From an optimization exercise on the open Yosys and OpenROAD flow, aimed at small area; shortcuts taken in it are not production practice. The RTL was checked by simulation tests, not by an equivalence proof against the original design. Power and IR drop assume default switching activity.

$ cat flow/config.mk
export PLATFORM = sky130hd
export DESIGN_NAME = top
export DESIGN_NICKNAME = top
export VERILOG_FILES = /design/flow/design.v
export SDC_FILE = /design/flow/constraint.sdc
export NUM_CORES = 4
export LEC_CHECK = 0
export CAP_MARGIN = 20
export CORE_MARGIN = 2
export CORE_UTILIZATION = 40
export SLEW_MARGIN = 20
$ cat flow/constraint.sdc
create_clock -name core_clock -period 12.0 [get_ports {clk}]
set_input_delay 2.4000 -clock core_clock [delete_from_list [all_inputs] [get_ports {clk}]]
set_output_delay 2.4000 -clock core_clock [all_outputs]
set_load 0.01 [all_outputs]
$ cat flow/design.v
`timescale 1ns / 1ps
module wave( 
	input clk,
	input rst,
	input [3:0]node,
	output reg wav
	);
	reg [25:0]hi;
	reg [5:0]lo;
	reg [5:0]max;
	always@(*)
	begin
		case(node)
			1:max=48;
			2:max=43;
			3:max=38;
			4:max=36;
			5:max=32;
			6:max=28;
			7:max=25;
			8:max=24;
			9:max=21;
			10:max=19;
			11:max=18;
			12:max=16;
			13:max=14;
			14:max=13;
			15:max=12;
			default:max=6'bxxxxxx;
		endcase
	end
	wire hit=(node==0)?((&hi)&&(&lo)):((|hi)||lo>=max);
	always@(posedge clk)
	begin
		if(rst)
		begin
			hi<=0;
			lo<=0;
			wav<=0;
		end
		else if(hit)
		begin
			hi<=0;
			lo<=0;
			wav<=~wav;
		end
		else
			{hi,lo}<={hi,lo}+1;
	end
endmodule
module music(
	input clk,
	input rst,
	input rst_n,
	output beep
	);
	reg [12:0]cnt;
	reg [1:0]msel; 
	reg t;
	reg t_q;
	reg [2:0]left;
	reg wt;
	reg [3:0]node;
	reg [5:0]idx;
	reg [3:0]mnote;
	reg [2:0]mdelay;
	wire t_rise=t&~t_q;
	wave w(clk,rst,node,beep);
	wire hit=(msel==0)||(msel==1&&cnt==250)||(msel==2&&cnt==5172);
	always@(posedge clk)
	begin
		if(rst)begin
			cnt<=0;
			t<=0;
			t_q<=0;
		end else begin
			t_q<=t;
			if(~rst_n)
				cnt<=0;
			else if(hit)
			begin
				cnt<=0;
				t<=~t;
			end
			else
				cnt<=cnt+1;
		end
	end
	always@(*)
	begin
		case(idx)
			0:mnote=4'h5; 1:mnote=4'h8; 2:mnote=4'h8; 3:mnote=4'h9;
			4:mnote=4'h8; 5:mnote=4'h7; 6:mnote=4'h6; 7:mnote=4'h6;
			8:mnote=4'h6; 9:mnote=4'h9; 10:mnote=4'h9; 11:mnote=4'ha;
			12:mnote=4'h9; 13:mnote=4'h8; 14:mnote=4'h7; 15:mnote=4'h5;
			16:mnote=4'h5; 17:mnote=4'ha; 18:mnote=4'ha; 19:mnote=4'hb;
			20:mnote=4'ha; 21:mnote=4'h9; 22:mnote=4'h8; 23:mnote=4'h6;
			24:mnote=4'h5; 25:mnote=4'h5; 26:mnote=4'h6; 27:mnote=4'h9;
			28:mnote=4'h7; 29:mnote=4'h8; 30:mnote=4'h5; 31:mnote=4'h8;
			32:mnote=4'h8; 33:mnote=4'h8; 34:mnote=4'h7; 35:mnote=4'h7;
			36:mnote=4'h8; 37:mnote=4'h7; 38:mnote=4'h6; 39:mnote=4'h5;
			40:mnote=4'h9; 41:mnote=4'ha; 42:mnote=4'h9; 43:mnote=4'h8;
			44:mnote=4'hc; 45:mnote=4'h5; 46:mnote=4'h5; 47:mnote=4'h5;
			48:mnote=4'h6; 49:mnote=4'h9; 50:mnote=4'h7; 51:mnote=4'h8;
			default:mnote=4'bxxxx;
		endcase
	end
	always@(*)
	begin
		case(idx)
			0:mdelay=2; 1:mdelay=2; 2:mdelay=1; 3:mdelay=1;
			4:mdelay=1; 5:mdelay=1; 6:mdelay=2; 7:mdelay=2;
			8:mdelay=2; 9:mdelay=2; 10:mdelay=1; 11:mdelay=1;
			12:mdelay=1; 13:mdelay=1; 14:mdelay=2; 15:mdelay=2;
			16:mdelay=2; 17:mdelay=2; 18:mdelay=1; 19:mdelay=1;
			20:mdelay=1; 21:mdelay=1; 22:mdelay=2; 23:mdelay=2;
			24:mdelay=1; 25:mdelay=1; 26:mdelay=2; 27:mdelay=2;
			28:mdelay=2; 29:mdelay=4; 30:mdelay=2; 31:mdelay=2;
			32:mdelay=2; 33:mdelay=2; 34:mdelay=4; 35:mdelay=2;
			36:mdelay=2; 37:mdelay=2; 38:mdelay=2; 39:mdelay=4;
			40:mdelay=2; 41:mdelay=2; 42:mdelay=2; 43:mdelay=2;
			44:mdelay=2; 45:mdelay=2; 46:mdelay=1; 47:mdelay=1;
			48:mdelay=2; 49:mdelay=2; 50:mdelay=2; 51:mdelay=6;
			default:mdelay=3'bxxx;
		endcase
	end
	always@(posedge clk)
	begin
		if(rst)
			msel<=0;
		else if(rst_n&&t_rise&&left==1)
			msel<=wt?2:1;
	end
	always@(posedge clk)
	begin
		if(rst|~rst_n)begin
			left<=1;
			wt<=0;
			node<=0;
			idx<=0;
		end else if(t_rise) begin
			left<=left-1;
			if(left==1)
			begin
				if(wt)
				begin
					idx<=(idx==51)?0:idx+1;
					node<=mnote;
					left<=mdelay;
					wt<=0;
				end
				else
				begin
					node<=0;
					left<=1;
					wt<=1;
				end
			end
		end
	end
endmodule
`timescale 1ns / 1ps
module button( 
	input in,
	input clk,
	input rst,
	output reg op
	);
	reg out;
	reg [8:0]cnt;
	wire hit=(&cnt[8:4])&cnt[2]; 
	always@(posedge clk)
	begin
		if(rst)
		begin
			out<=0;
			cnt<=0;
			op<=0;
		end
		else
		begin
			op<=hit&in;
			if(hit)
			begin
				out<=in;
				cnt<=0;
			end
			else if(in!=out)
				cnt<=cnt+1;
			else
				cnt<=0;
		end
	end
endmodule
module switch( 
	input in,
	input clk,
	input rst,
	output reg out
	);
	reg [8:0]cnt;
	wire hit=(&cnt[8:4])&cnt[2]; 
	always@(posedge clk)
	begin
		if(rst)
		begin
			out<=0;
			cnt<=0;
		end
		else
		begin
			if(hit)
			begin
				out<=in;
				cnt<=0;
			end
			else if(in!=out)
				cnt<=cnt+1;
			else
				cnt<=0;
		end
	end
endmodule
module timebase(
	input clk,
	input rst,
	output reg [6:0]t7, 
	output rise_a, 
	output rise_b, 
	output rise_c, 
	output rise_d, 
	output rise_e, 
	output sq_f 
	);
	reg [1:0]m3; 
	reg [3:0]qa; 
	reg [10:0]qb; 
	reg [12:0]qc; 
	reg [12:0]qd; 
	reg [2:0]qf; 
	reg [7:0]qe; 
	wire tick6=t7[0]&(m3==2); 
	wire p3=t7[0]&(m3==0); 
	wire pge3=p3|(~t7[0]&(m3==1))|(t7[0]&(m3==2)); 
	assign rise_a=(qa==6)&&(t7[1:0]==2); 
	assign rise_b=(qb==833)&&p3; 
	assign rise_c=(qc==2083)&&p3; 
	assign rise_d=(qd==3333)&&p3; 
	assign rise_e=(qe==125)&&t7[0]; 
	assign sq_f=(qf>=4)||(qf==3&&pge3); 
	always@(posedge clk)
	begin
		if(rst)
		begin
			t7<=0;
			m3<=0;
			qa<=0;
			qb<=0;
			qc<=0;
			qd<=0;
			qf<=0;
			qe<=0;
		end
		else
		begin
			t7<=t7+1;
			m3<=(m3==2)?0:m3+1;
			if(t7[1:0]==3)
				qa<=(qa==12)?0:qa+1;
			if(t7[0])
				qe<=(qe==250)?0:qe+1;
			if(tick6)
			begin
				qb<=(qb==1666)?0:qb+1;
				qc<=(qc==4166)?0:qc+1;
				qd<=(qd==6666)?0:qd+1;
				qf<=(qf==6)?0:qf+1;
			end
		end
	end
endmodule
module twinkle8( 
	input clk,
	input rst,
	input rise,
	input [6:0]cnt,
	output [7:0]o
	);
	reg [7:0]br0;
	always@(posedge clk)
	begin
		if(rst)
			br0<=0;
		else if(rise)
			br0<=br0+1;
	end
	genvar i;
	generate
		for(i=0;i<8;i=i+1)
		begin:tw
			wire [2:0]hb=br0[7:5]+i;
			wire [6:0]br=hb[2]?~{hb[1:0],br0[4:0]}:{hb[1:0],br0[4:0]};
			assign o[i]=br>=cnt;
		end
	endgenerate
endmodule
module sound(
	input clk,
	input rst,
	input press,
	input guesswrong,
	input win,
	input press_sound,
	output beep
	);
	wire music_out;
	reg press_en;
	reg [12:0]press_cnt;
	reg guesswrong_en;
	reg [3:0]guesswrong_node;
	reg [11:0]guesswrong_cnt;
	wire guesswrong_sound;
	music music1(clk,rst,win,music_out);
	wave wv(clk,rst,guesswrong_node,guesswrong_sound);
	always@(posedge clk)
	begin
		if(rst)begin
			press_en<=0;
			press_cnt<=0;
		end else if(press)begin
			press_en<=1;
			press_cnt<=5000;
		end else if(press_cnt!=0) begin
			press_cnt<=press_cnt-1;
		end else begin
			press_en<=0;
		end
	end
	always@(posedge clk)
	begin
		if(rst)begin
			guesswrong_en<=0;
			guesswrong_node<=0;
			guesswrong_cnt<=0;
		end else if(guesswrong)begin
			guesswrong_en<=1;
			guesswrong_node<=15;
			guesswrong_cnt<=2500;
		end else if(guesswrong_cnt!=0)
			guesswrong_cnt<=guesswrong_cnt-1;
		else begin
			guesswrong_cnt<=2500;
			if(guesswrong_node>1)
				guesswrong_node<=guesswrong_node-1;
			else
				guesswrong_en<=0;
		end
	end
	assign beep=press_en?press_sound:
		guesswrong_en?guesswrong_sound:
		win?music_out:1'b1;
endmodule
module top(
	input clk, 
	input rst, 
	input [7:0]sw, 
	input [3:0]btn, 
	output [3:0]an, 
	output reg [6:0]seg, 
	output dp, 
	output [7:0]led, 
	output beep 
	);
	wire key_l,key_r,key_i,key_d;
	wire sw0,sw1,sw5,sw6,sw7;
	button b1(btn[3],clk,rst,key_l);
	button b2(btn[2],clk,rst,key_r);
	button b3(btn[1],clk,rst,key_i);
	button b4(btn[0],clk,rst,key_d);
	switch s0(sw[0],clk,rst,sw0);
	switch s1(sw[1],clk,rst,sw1);
	switch s5(sw[5],clk,rst,sw5);
	switch s6(sw[6],clk,rst,sw6);
	switch s7(sw[7],clk,rst,sw7);
	wire [6:0]t7;
	wire rise_a,rise_b,rise_c,rise_d,rise_e,sq_f;
	timebase tb1(clk,rst,t7,rise_a,rise_b,rise_c,rise_d,rise_e,sq_f);
	reg [1:0]gamestate; 
	reg [3:0]curr_rec; 
	reg win;
	reg [15:0]ans;
	reg edit_rst;
	reg mem_we;
	reg gameover_rst;
	reg guess_wrong;
	reg [1:0]curr; 
	reg [15:0]num; 
	reg [15:0]rnd;
	reg [15:0]random;
	wire nosame_ok=num[3:0]!=num[7:4]&&num[3:0]!=num[11:8]&&num[3:0]!=num[15:12]&&
		num[7:4]!=num[11:8]&&num[7:4]!=num[15:12]&&num[11:8]!=num[15:12];
	wire rnd_ok=rnd[3:0]!=rnd[7:4]&&rnd[3:0]!=rnd[11:8]&&rnd[3:0]!=rnd[15:12]&&
		rnd[7:4]!=rnd[11:8]&&rnd[7:4]!=rnd[15:12]&&rnd[11:8]!=rnd[15:12];
	wire hit4=num==ans; 
	always@(posedge clk)
	begin
		if(rst)begin
			gamestate<=0;
			curr_rec<=0;
			win<=0;
			ans<=16'h1234;
			edit_rst<=0;
			mem_we<=0;
			gameover_rst<=0;
			guess_wrong<=0;
		end
		else if(sw7)begin
			gamestate<=0;
			curr_rec<=0;
			win<=0;
		end
		else begin
			guess_wrong<=0;
			case(gamestate)
				0:begin
					if(key_l|key_r|key_i|key_d)begin
						gamestate<=1;
						curr_rec<=0;
						ans<=random;
						edit_rst<=1;
					end
				end
				1:begin
					edit_rst<=0;
					if(sw1&&~sw0)begin 
						gamestate<=2;
						if(nosame_ok)begin
							curr_rec<=curr_rec+1;
							mem_we<=1;
							if(~hit4)
								guess_wrong<=1;
						end
					end
				end
				2:begin
					if(nosame_ok)begin
						mem_we<=0;
						if(hit4)begin
							win<=1;
							curr_rec<=curr_rec-1;
							gamestate<=3;
							gameover_rst<=1;
						end else if(curr_rec==8)begin
							win<=0;
							gamestate<=3;
							gameover_rst<=1;
						end
					end
					if(~sw1)
						gamestate<=1;
				end
				3:begin
					gameover_rst<=0;
					if(~sw1)begin
						gamestate<=0;
						curr_rec<=0;
						win<=0;
					end
				end
			endcase
		end
	end
	wire play=~sw6&&(gamestate==1||gamestate==2);
	wire edit_on=play&&~sw0&&gamestate==1;
	wire rec_on=play&&sw0;
	wire edit_l=edit_on&key_l;
	wire edit_r=edit_on&key_r;
	wire edit_i=edit_on&key_i;
	wire edit_d=edit_on&key_d;
	wire rec_i=rec_on&key_i;
	wire rec_d=rec_on&key_d;
	wire [3:0]cd=num[curr*4+:4];
	wire [3:0]cd_new=edit_i?(cd==9?4'd0:cd+4'd1):(cd==0?4'd9:cd-4'd1);
	always@(posedge clk)
	begin
		if(rst|edit_rst)
			curr<=3;
		else if(edit_l)
			curr<=curr+1;
		else if(edit_r)
			curr<=curr-1;
	end
	always@(posedge clk)
	begin
		if(rst|edit_rst)
			num<=0;
		else if(edit_i|edit_d)
			num[curr*4+:4]<=cd_new;
	end
	always@(posedge clk)
	begin
		if(rst)
			rnd<=0;
		else
		begin
			rnd[3:0]<=(rnd[3:0]==9)?4'd0:rnd[3:0]+4'd1;
			if(rnd[3:0]==9)
				rnd[7:4]<=(rnd[7:4]==9)?4'd0:rnd[7:4]+4'd1;
			if(rnd[7:0]==8'h99)
				rnd[11:8]<=(rnd[11:8]==9)?4'd0:rnd[11:8]+4'd1;
			if(rnd[11:0]==12'h999)
				rnd[15:12]<=(rnd[15:12]==9)?4'd0:rnd[15:12]+4'd1;
		end
	end
	always@(posedge clk)
	begin
		if(rst)
			random<=16'd123;
		else if(rnd_ok)
			random<=rnd;
	end
	reg we_q;
	reg [15:0]mem0,mem1,mem2,mem3,mem4,mem5,mem6,mem7;
	reg [2:0]showrec;
	wire [2:0]currrec=curr_rec[2:0];
	wire [2:0]mem_addr=(sw6||gamestate==0||gamestate==3)?3'd0:sw0?showrec:currrec;
	wire mem_wr=mem_we&~we_q;
	wire [15:0]wdata=num&{16{~rst}};
	always@(posedge clk)
	begin
		if(rst)
			we_q<=0;
		else
			we_q<=mem_we;
	end
	always@(posedge clk) if(rst||(mem_wr&&mem_addr==0)) mem0<=wdata;
	always@(posedge clk) if(rst||(mem_wr&&mem_addr==1)) mem1<=wdata;
	always@(posedge clk) if(rst||(mem_wr&&mem_addr==2)) mem2<=wdata;
	always@(posedge clk) if(rst||(mem_wr&&mem_addr==3)) mem3<=wdata;
	always@(posedge clk) if(rst||(mem_wr&&mem_addr==4)) mem4<=wdata;
	always@(posedge clk) if(rst||(mem_wr&&mem_addr==5)) mem5<=wdata;
	always@(posedge clk) if(rst||(mem_wr&&mem_addr==6)) mem6<=wdata;
	always@(posedge clk) if(rst||(mem_wr&&mem_addr==7)) mem7<=wdata;
	reg [15:0]memdata; 
	always@(*)
	begin
		case(showrec)
			0:memdata=mem0;
			1:memdata=mem1;
			2:memdata=mem2;
			3:memdata=mem3;
			4:memdata=mem4;
			5:memdata=mem5;
			6:memdata=mem6;
			7:memdata=mem7;
		endcase
	end
	reg [1:0]rstate;
	always@(posedge clk)
	begin
		if(rst|~sw0|rec_i|rec_d)
			rstate<=0;
		else if(rise_c)
			rstate<=(rstate==2)?2'd0:rstate+2'd1;
	end
	always@(posedge clk)
	begin
		if(rst)
			showrec<=0;
		else if(showrec>=currrec)
			showrec<=0;
		else if(rec_i)
			showrec<=(showrec+3'd1==currrec)?3'd0:showrec+3'd1;
		else if(rec_d)
			showrec<=(showrec!=0)?showrec-3'd1:currrec-3'd1;
	end
	reg blink;
	reg [3:0]hk; 
	reg [4:0]ck; 
	reg cl; 
	reg ls; 
	always@(posedge clk)
	begin
		if(rst)
		begin
			blink<=0;
			hk<=0;
		end
		else if(rise_b)
		begin
			blink<=~blink;
			hk<=(hk==8)?4'd0:hk+4'd1;
		end
	end
	always@(posedge clk)
	begin
		if(rst)
		begin
			cl<=0;
			ck<=0;
		end
		else if(gameover_rst)
		begin
			cl<=1;
			ck<=0;
		end
		else if(rise_b)
			ck<=(ck==18)?5'd0:ck+5'd1;
	end
	always@(posedge clk)
	begin
		if(rst|gameover_rst)
			ls<=0;
		else if(rise_d)
			ls<=~ls;
	end
	reg [1:0]c;
	always@(posedge clk)
	begin
		if(rst)
			c<=0;
		else if(rise_a)
			c<=c+2'd1;
	end
	assign an=~(4'b0001<<c);
	wire [15:0]jn=sw0?memdata:num;
	wire [3:0]xd=jn[c*4+:4];
	wire [3:0]ad=ans[c*4+:4];
	wire [2:0]ja=(jn[3:0]==ans[3:0])+(jn[7:4]==ans[7:4])+(jn[11:8]==ans[11:8])+(jn[15:12]==ans[15:12]);
	wire [2:0]jb=(jn[3:0]==ans[7:4])+(jn[3:0]==ans[11:8])+(jn[3:0]==ans[15:12])
			  +(jn[7:4]==ans[3:0])+(jn[7:4]==ans[11:8])+(jn[7:4]==ans[15:12])
			  +(jn[11:8]==ans[3:0])+(jn[11:8]==ans[7:4])+(jn[11:8]==ans[15:12])
			  +(jn[15:12]==ans[3:0])+(jn[15:12]==ans[7:4])+(jn[15:12]==ans[11:8]);
	reg [4:0]jch;
	always@(*)
	begin
		case(c)
			3:jch={2'd0,ja};
			2:jch=5'd10;
			1:jch={2'd0,jb};
			0:jch=5'd11;
		endcase
	end
	reg [4:0]hch;
	always@(*)
	begin
		case((hk+4'd3-c)%9)
			0,1,2,3:hch=5'd31;
			4:hch=5'd16;
			5:hch=5'd14;
			6,7:hch=5'd18;
			default:hch=5'd0;
		endcase
	end
	reg [4:0]cch;
	always@(*)
	begin
		case((ck+5'd3-c)%19)
			0,1,2,3:cch=5'd31;
			4:cch=5'd12;
			5:cch=5'd29;
			6:cch=5'd19;
			7:cch=5'd9;
			8:cch=5'd22;
			9:cch=5'd10;
			10:cch=5'd23;
			11:cch=5'd24;
			12:cch=5'd18;
			13:cch=5'd10;
			14:cch=5'd23;
			15:cch=5'd28;
			16:cch=5'd29;
			17:cch=5'd19;
			default:cch=5'd5;
		endcase
	end
	reg [4:0]n; 
	always@(*)
	begin
		if(sw6)
			n={1'b0,ad};
		else if(gamestate==0)
			n=hch;
		else if(gamestate==3)
		begin
			if(win)
				n=cl?cch:5'd0;
			else if(ls)
				n={1'b0,ad};
			else
				case(c)
					3:n=5'd18;
					2:n=5'd0;
					1:n=5'd5;
					0:n=5'd14;
				endcase
		end
		else if(sw0)
		begin
			if(currrec==0)
				case(c)
					3:n=5'd19;
					2:n=5'd29;
					1:n=5'd19;
					0:n=5'd14;
				endcase
			else
				case(rstate)
					0:case(c)
						3:n={1'b0,{1'b0,showrec}+4'd1};
						2:n=5'd29;
						1:n=5'd15;
						0:n={2'd0,currrec};
					endcase
					1:n={1'b0,xd};
					2:n=jch;
					3:n=5'd0;
				endcase
		end
		else if(gamestate==1)
			n=(~blink&&curr==c)?5'd27:{1'b0,xd};
		else if(nosame_ok)
			n=jch;
		else
			case(c)
				3:n=5'd14;
				2:n=5'd22;
				1:n=5'd22;
				0:n=5'd31;
			endcase
	end
	always@(*)
	begin
		case(n)
			0:seg=7'b1000000; 
			1:seg=7'b1111001; 
			2:seg=7'b0100100; 
			3:seg=7'b0110000; 
			4:seg=7'b0011001; 
			5:seg=7'b0010010; 
			6:seg=7'b0000010; 
			7:seg=7'b1111000; 
			8:seg=7'b0000000; 
			9:seg=7'b0010000; 
			10:seg=7'b0001000; 
			11:seg=7'b0000011; 
			12:seg=7'b1000110; 
			13:seg=7'b0100001; 
			14:seg=7'b0000110; 
			15:seg=7'b0001110; 
			16:seg=7'b0001001; 
			17:seg=7'b1110001; 
			18:seg=7'b1000111; 
			19:seg=7'b0101011; 
			20:seg=7'b0001100; 
			21:seg=7'b0011000; 
			22:seg=7'b0101111; 
			23:seg=7'b0000111; 
			24:seg=7'b1000001; 
			25:seg=7'b0010001; 
			26:seg=7'b0111111; 
			27:seg=7'b1110111; 
			28:seg=7'b1111011; 
			29:seg=7'b0100011; 
			30:seg=7'b1100011; 
			31:seg=7'b1111111;
		endcase
	end
	wire [7:0]tw;
	twinkle8 twinkle81(clk,rst,rise_e,t7,tw);
	wire sound_out;
	sound sound1(clk,rst,key_l|key_r|key_i|key_d,guess_wrong,win,sq_f,sound_out);
	assign beep=sw5?sound_out:1'b1;
	assign dp=1;
	assign led=(8'b11111111<<curr_rec)&tw;
endmodule
$ cat flow/run.sh
#!/bin/bash
# synth_recipe.tcl (not shown) runs the flow's synth.tcl, then flattens the netlist and writes it again
# the make line also repeats each setting of config.mk as NAME=value (left out here)
make -C /OpenROAD-flow-scripts/flow DESIGN_CONFIG=/design/flow/config.mk WORK_HOME=/design/flow/orfs CLKGATE_MAP_FILE= SYNTH_SCRIPT=/design/flow/synth_recipe.tcl finish
==> flow_metrics.tcl <==
set metrics [dict create \
    status "finished clean" \
    yosys_warnings 8 \
    endpoint_kind "primary output" \
    grt_usage_pct 17.78 \
    clock-root-buffer "clkbuf_16" \
    clock_skew_ps 24.85 \
    design.core.area_mm2 0.07887 \
    cap_viol_max_count 0 \
    post-route-min-period_ps 11580 \
    tightest_slew_ps 1055 \
    synth.distinct_cells 110 \
    grt_pass1_wl_um 122500 \
    grt_overflow 0 \
    drt_iter0_drc 1675 \
    ys_seq_area_share_pct 37.71 \
    holdWs_ps 443.1 \
    holdBufCountCts 0 \
    fin_ws_ps 425.0 \
    timing.slew.headroom_pct 29.47 \
    slew_violations 0 \
    critPathLaunch "c[1]" \
    power.density_mw_per_mm2 117.3 \
    hold_viol 0 \
    start_kind "flop" \
    vias 25320 \
    rows 103 \
    synth_top_cell_by_area "dfxtp_1" \
    gp_congestion 0.9004 \
    crit_path_top_delay_cell "clkdlybuf4s50_1" \
    hp-class "flop to flop" \
    cts.clk_slew.worst_paths_ps 60 \
    ioPinCount 35 \
    period_share_pct 96.46 \
    synth.area.top_cells "dfxtp_1, edfxtp_1, ha_1" \
    fmax_ghz 0.08639 \
    diodes 0 \
    syn-cell-area_mm2 0.03180 \
    initial_core_util_pct 40.32 \
    via_per_inst 5.330 \
    synthArstFlopShare_pct 0 \
    clock_latency_ps 630 \
    die_y_um 286.0 \
    r2r_start "sound1.guesswrong_cnt[0]" \
    numClockSinks 535 \
    portBuffers 30 \
    antenna_found_initial 0 \
    max_stage_delay_ps 520 \
    clock_path_buffers 3 \
    drive_gt1_share_pct 8.106 \
    hp-start "sound1.guesswrong_cnt[0]" \
    peakVddDrop_uv 124.0 \
    syn_area_per_cell_um2 8.717 \
    wl_um 73630 \
    detail-route-antenna-nets 0 \
    htreeDepth 2 \
    synth_cells 3648 \
    power.total_w 0.004182 \
    firstDrtPassIters 6 \
    crit_top_cell "a2111oi_4" \
    first_global_vias 24150 \
    crit_fanout 8 \
    fin_nets 3888 \
    drc_errors 0 \
    die_w_um 286.0 \
    crit_type "flop to primary output" \
    wire_per_inst_um 15.50 \
    dp_hpwl_um 51370 \
    rsz0062_at_grt "yes" \
    cts_tree "yes" \
    area_growth_pct 12.11 \
    yosys_register_bits 535 \
    synth_edf_count 128 \
    synth.top_cell.area_share_pct 25.62 \
    place_ws_ps 152.2 \
    cts_buffers 58 \
    arrival_ps 9180 \
    die_area_mm2 0.08177 \
    p_leak_nw 13.59 \
    finalSetupViolations 0 \
    grt_max_degree 123 \
    cp.required_ps 9600 \
    ys.flop_type "dfxtp_1" \
]
## worst paths after layout
kind | to | slack, ps | depth (start not counted)
max | seg[5] | 420 | 35
min | sound1.guesswrong_cnt[0] | 440 | 1
max reg2reg | sound1.wv.max[3] | 7650 | 15
min reg2reg | sound1.guesswrong_cnt[0] | 440 | 1
## flip-flops by register name, summed over array words and instances, names as in the netlist, 16 cells and up
signal and flops:
sound1.music1.w.hi 26, mem2 16, rnd 16, mem6 16
num 16, ans 16, mem5 16, sound1.wv.hi 26
mem3 16, mem7 16, mem0 16, mem4 16
random 16, mem1 16
## worst max-delay path: cells and delay by family, from the launching register on
family	cells	cell delay [ps]
AO/OA/AOI/OAI	15	3420
adder cells (fa/ha/maj)	5	1430
buffers and inverters	7	1220
multiplexers	4	1110
AND/OR/NAND/NOR	3	780
flip-flops	1	340
XOR/XNOR	1	230
## per-stage QoR
stage / instance area [µm²] / cells / setup TNS (ps) / utilization, %
final: 35650 / 4751 / 0 / 45.20
after global routing: 35650 / 4751 / -216.2 / 45.20
after CTS: 35390 / 4736 / 0 / 44.87
after detailed placement: 33340 / 4623 / 0 / 42.27
after global placement: 33340 / 4623 / 0 / 42.27
after floorplan: 31820 / 3649 / 0 / -
## power by group
part	switching, W	leakage [nW]	internal, W
combinational	0.000260	8.02	0.000196
sequential	0.0000441	4.61	0.00191
clock	0.000741	0.957	0.00103
total	0.00104	13.6	0.00314
## synth_stat cells, drive strengths merged (39+ instances only)
library cell	count
nand4	60
or3	39
and3	57
dfxtp	407
ha	211
inv	162
nor3	68
nand2b	46
xor2	200
nor2b	52
a31oi	40
clkbuf	150
edfxtp	128
mux2i	56
nand3	123
xnor2	207
a22oi	44
nand2	310
nor4	49
nor2	496
o21ai	124
a21oi	204
## kinds of logic after synthesis
logic type	count (synthesis)	share of synthesized area [%]
compound gates	665	14.14
flops	535	37.71
mux	78	2.978
fa+ha+maj	223	9.030
xor+xnor	407	11.21
other cells	2	0.02362
simple gates	1385	20.59
buf+inv	353	4.324
## cell usage in the layout, fill, tap and decap left out, drive strengths merged, types with 57 or more instances in the layout
master and instances:
nand3 123, clkbuf 86, nand4 60, xnor2 207, dfxtp 407, a21oi 204, edfxtp 128, o21ai 124
and3 57, xor2 200, buf 100, inv 164, ha 211, nor3 68, nand2 310, nor2 496
## repair_timing
| item | in CTS | in global routing |
|---|---|---|
| setup buffers | 4 | 13 |
| pin swaps | 3 | 6 |
| gates resized for setup | 11 | 36 |
| endpoints found under the setup margin | 7 | 7 |
## per-layer routing
metal / GRT usage (%) / wire length [µm] / up-vias
met2: 29.06 / 33440 / 556
met4: 4.686 / 1428 / 0
li1: - / - / 12790
met5: 0 / 0 / -
met3: 2.879 / 3784 / 118
met1: 24.36 / 34970 / 11860
## cell type report
| class | count | area [µm²] |
|---|---|---|
| Multi-Input combinational cell | 2761 | 18690 |
| Sequential cell | 535 | 12000 |
| Tap cell | 1050 | 1314 |
| Clock inverter | 23 | 224.0 |
| Clock buffer | 86 | 1709 |
| Inverter | 167 | 629.4 |
| Fill cell | 7627 | 43220 |
| Timing Repair Buffer | 129 | 1091 |

==> static timing again, ports no longer ideal <==
The flow's constraints put no driver on any port. The routed layout listed below was extracted and timed again, unchanged, in two steps. Step 1: set_driving_cell puts a clkbuf_16 on clk and a buf_2 on each other input, an assumption about the parent block. Step 2, shift: input delay + t, output delay - t, t = (earliest + latest rising clock arrival at the registers) / 2. This alone moves slack from input paths to output paths. Three values: no drivers, after step 1, after step 2; two values: the first two.
shift t [ns]: 0.677
setup WS [ns]: 0.425 / 0.362 / 1.039
worst hold slack (ns): 0.443 / 0.443 / 0.443
worst setup path at the end: register to output
slew at the worst register clock pin (ns): 0.07 / 0.07
After both steps this run still meets setup and hold. For this run, drivers alone change the setup slack by -0.063 ns; drivers and shift together by +0.614 ns.
